From an optimization exercise on the open Yosys and OpenROAD flow, aimed at small area; shortcuts taken in it are not production practice.
In this exercise RTL edits were held to simulation tests only and were not proved equivalent to the original.
Power and IR drop assume default switching activity.

## job 101
// uart_alu_top
module uart_alu_top #(
    parameter CLK_FREQ = 100_000_000,
    parameter BAUD_RATE = 9600,
    parameter DATA_BITS = 8
)(
    input  wire clk,
    input  wire reset,
    input  wire rx,
    output wire tx,
    output wire [15:0] led
);
    localparam DIVISOR = CLK_FREQ / (BAUD_RATE * 16);
    wire tick;
    baud_rate_generator #(.DIVISOR(DIVISOR)) baud_gen (
        .clk(clk), .reset(reset), .tick(tick)
    );
    wire rx_done;
    wire [7:0] rx_data;
    uart_rx uart_rx_inst (
        .clk(clk), .reset(reset), .rx(rx), .s_tick(tick),
        .rx_done_tick(rx_done), .dout(rx_data)
    );
    reg [7:0] reg_A, reg_B;
    reg [3:0] reg_op;
    wire [7:0] alu_result;
    wire alu_zero, alu_overflow, alu_carry;
    alu alu_inst (
        .a(reg_A), .b(reg_B), .e(reg_op),
        .result(alu_result), .zero(alu_zero),
        .overflow(alu_overflow), .carry(alu_carry)
    );
    reg [1:0] f;
  ...
For scale: ~380 cells after synthesis, about 57 flip-flops, ~20 I/O pins, about 3500 µm² of cells after synthesis.
Settings: LEC_CHECK=0, CAP_MARGIN=20, CORE_MARGIN=2, CORE_UTILIZATION=40, SLEW_MARGIN=20; clock period 10.0 ns.
run.sh (not shown) runs the stock make flow with config.mk's settings and CLKGATE_MAP_FILE= SYNTH_SCRIPT=/design/flow/synth_recipe.tcl, a recipe that flattens the netlist after the stock synthesis.
Modified inputs, job 102 compared to job 101
==> flow/flow/run.sh (new file) <==
#!/bin/bash
set -euo pipefail
W=$(pwd)
FLOWDIR=$W/flow
# synthesis script: ORFS's synth.tcl with an ABC script override
sed 's|^  log_cmd abc {\*}\$abc_args|  if { [env_var_exists_and_non_empty MY_ABC_SCRIPT] } { set abc_args [lreplace $abc_args 1 1 $::env(MY_ABC_SCRIPT)] }\n  log_cmd abc {*}$abc_args|' \
  "$FLOW_HOME/scripts/synth.tcl" > "$W/synth_mod.tcl"
grep -q MY_ABC_SCRIPT "$W/synth_mod.tcl"
sed "s|\$::env(SCRIPTS_DIR)/synth.tcl|$W/synth_mod.tcl|" "$W/synth_recipe.tcl" > "$W/synth_recipe_mod.tcl"
grep -q synth_mod.tcl "$W/synth_recipe_mod.tcl"

bash "$W/standard.sh" \
  SYNTH_SCRIPT="$W/synth_recipe_mod.tcl" \
  ADDER_MAP_FILE= \
  MY_ABC_SCRIPT="$FLOWDIR/abc_area.script" \
  BUFFER_PORTS_ARGS="-buffer_cell sky130_fd_sc_hd__buf_1" \
  CTS_ARGS="-sink_clustering_enable -repair_clock_nets -dont_use_dummy_load -buf_list sky130_fd_sc_hd__clkbuf_4 -root_buf sky130_fd_sc_hd__clkbuf_4 -sink_clustering_size 30 -sink_clustering_max_diameter 100" \
  finish > "$W/run_make.log" 2>&1
==> flow/flow/abc_area.script (new file) <==
strash
&get -n
&fraig -x
&put
dc2
strash
&get -n
&dch -f
&nf -a
&put
==> flow/standard.sh (new file) <==
#!/bin/bash
# synth_recipe.tcl (not shown) runs the flow's synth.tcl, then flattens the netlist and writes it again
# the make line also repeats each setting of config.mk as NAME=value (left out here)
make -C /OpenROAD-flow-scripts/flow DESIGN_CONFIG=/design/flow/config.mk WORK_HOME=/design/flow/orfs CLKGATE_MAP_FILE= SYNTH_SCRIPT=/design/flow/synth_recipe.tcl "${@:-finish}"
removed: flow/run.sh
==> results.txt <==
Higher final non-filler cell area among job 101 and job 102: job 101. Job 102 ended with more sequential power than job 101. Comparing job 101 and job 102, the higher total track usage is on job 101. | wire length of the first global-routing pass | job 102 vs job 101 | better |. Taking job 101 as the reference point, the design internal power of job 102 falls by 28 µW. Mux cell area share after synthesis in job 102 is 0.80 points below job 101. For job 102, the cell type of the slowest stage on the worst timing path was sky130_fd_sc_hd__dfxtp_1, unlike job 101, where it was sky130_fd_sc_hd__fa_2. Looking at area after synthesis, job 102 sits about 12% lower than job 101 does. Vertical die dimension (lower): job 102. Relative to job 101, the aggregate routed wire length measured on job 102 has decreased by more than 10%.
#### Input delta (job 103 over job 102)
-- flow/flow/run.sh --
<<< job 102, line 17
  CTS_ARGS="-sink_clustering_enable -repair_clock_nets -dont_use_dummy_load -buf_list sky130_fd_sc_hd__clkbuf_4 -root_buf sky130_fd_sc_hd__clkbuf_4 -sink_clustering_size 30 -sink_clustering_max_diameter 100" \
>>> job 103, line 17
  CTS_ARGS="-sink_clustering_enable -repair_clock_nets -dont_use_dummy_load -buf_list sky130_fd_sc_hd__clkbuf_8 -root_buf sky130_fd_sc_hd__clkbuf_8 -sink_clustering_size 60 -sink_clustering_max_diameter 400" \
Notes after the runs:
Diff job 102 and job 103: shortest period the worst path allows lower in job 103. Job 103 gives less CTS clock-pin slew for the worst setup and hold paths than job 102 did. Any difference in delay of the slowest critical-path stage between job 103 and job 102 is small enough to ignore. Comparing job 103 against job 102, there is no change at all in combined flip-flop and latch cell area. Going from job 102 to job 103, wire length of the first global-routing pass shows an increase of about 0.5%; final area shows an increase of about 1.7%; number of nets with antenna violations after routing shows no meaningful change. Diff job 102 -> job 103: total wirelength of the detailed-routed design neither gained nor lost much, hold slack increased by 0.015 ns relative to the old numbers, utilization saw an increase, total leakage power climbed 2.1%.
> inputs changed (job 103 -> job 104)
-- flow/flow/run.sh --
<<< job 103, line 17
  CTS_ARGS="-sink_clustering_enable -repair_clock_nets -dont_use_dummy_load -buf_list sky130_fd_sc_hd__clkbuf_8 -root_buf sky130_fd_sc_hd__clkbuf_8 -sink_clustering_size 60 -sink_clustering_max_diameter 400" \
>>> job 104, line 17
  CTS_ARGS="-sink_clustering_enable -repair_clock_nets -dont_use_dummy_load" \
--- outcome ---
From job 103 to job 104 the numbers moved as follows: setup fix buffers added after clock tree synthesis comparable; worst path arrival time comparable; number of cells in the finished layout apart from fillers comparable. On reg2reg setup slack, job 104 and job 103 are basically level. Signed area change from the synthesized netlist to the final layout: job 103 vs job 104 identical. Job 104 -> job 103: clock network fraction of total power flat. Job 104 -> job 103: cell count along the critical path delta 0, exact match. Compared job 104 against job 103; share of the core filled with cells in the final layout within noise.

[static timing again, ports no longer ideal]
The results above use ideal ports. As a check the final layouts listed here were re-extracted and re-timed, cells and wires unchanged. Step 1: set_driving_cell puts a clkbuf_16 on clk and a buf_2 on each other input, an assumption about the parent block. Step 2 also shifts input and output timing later by t, the mid clock arrival at the registers, as if the neighbouring blocks saw the same clock. Slacks: no drivers / after step 1 / after step 2; pairs: no drivers / after step 1.
run | t, ns | slack for setup (ns) | cell pins on the clock port's net
job 101 | 0.359 | 0.500 / 0.471 / 0.831 | 1
job 102 | 0.408 | 1.561 / 1.534 / 1.942 | 1
job 103 | 0.350 | 1.659 / 1.630 / 1.980 | 1
job 104 | 0.350 | 1.659 / 1.630 / 1.980 | 1
After both steps setup and hold are still met in every run listed.
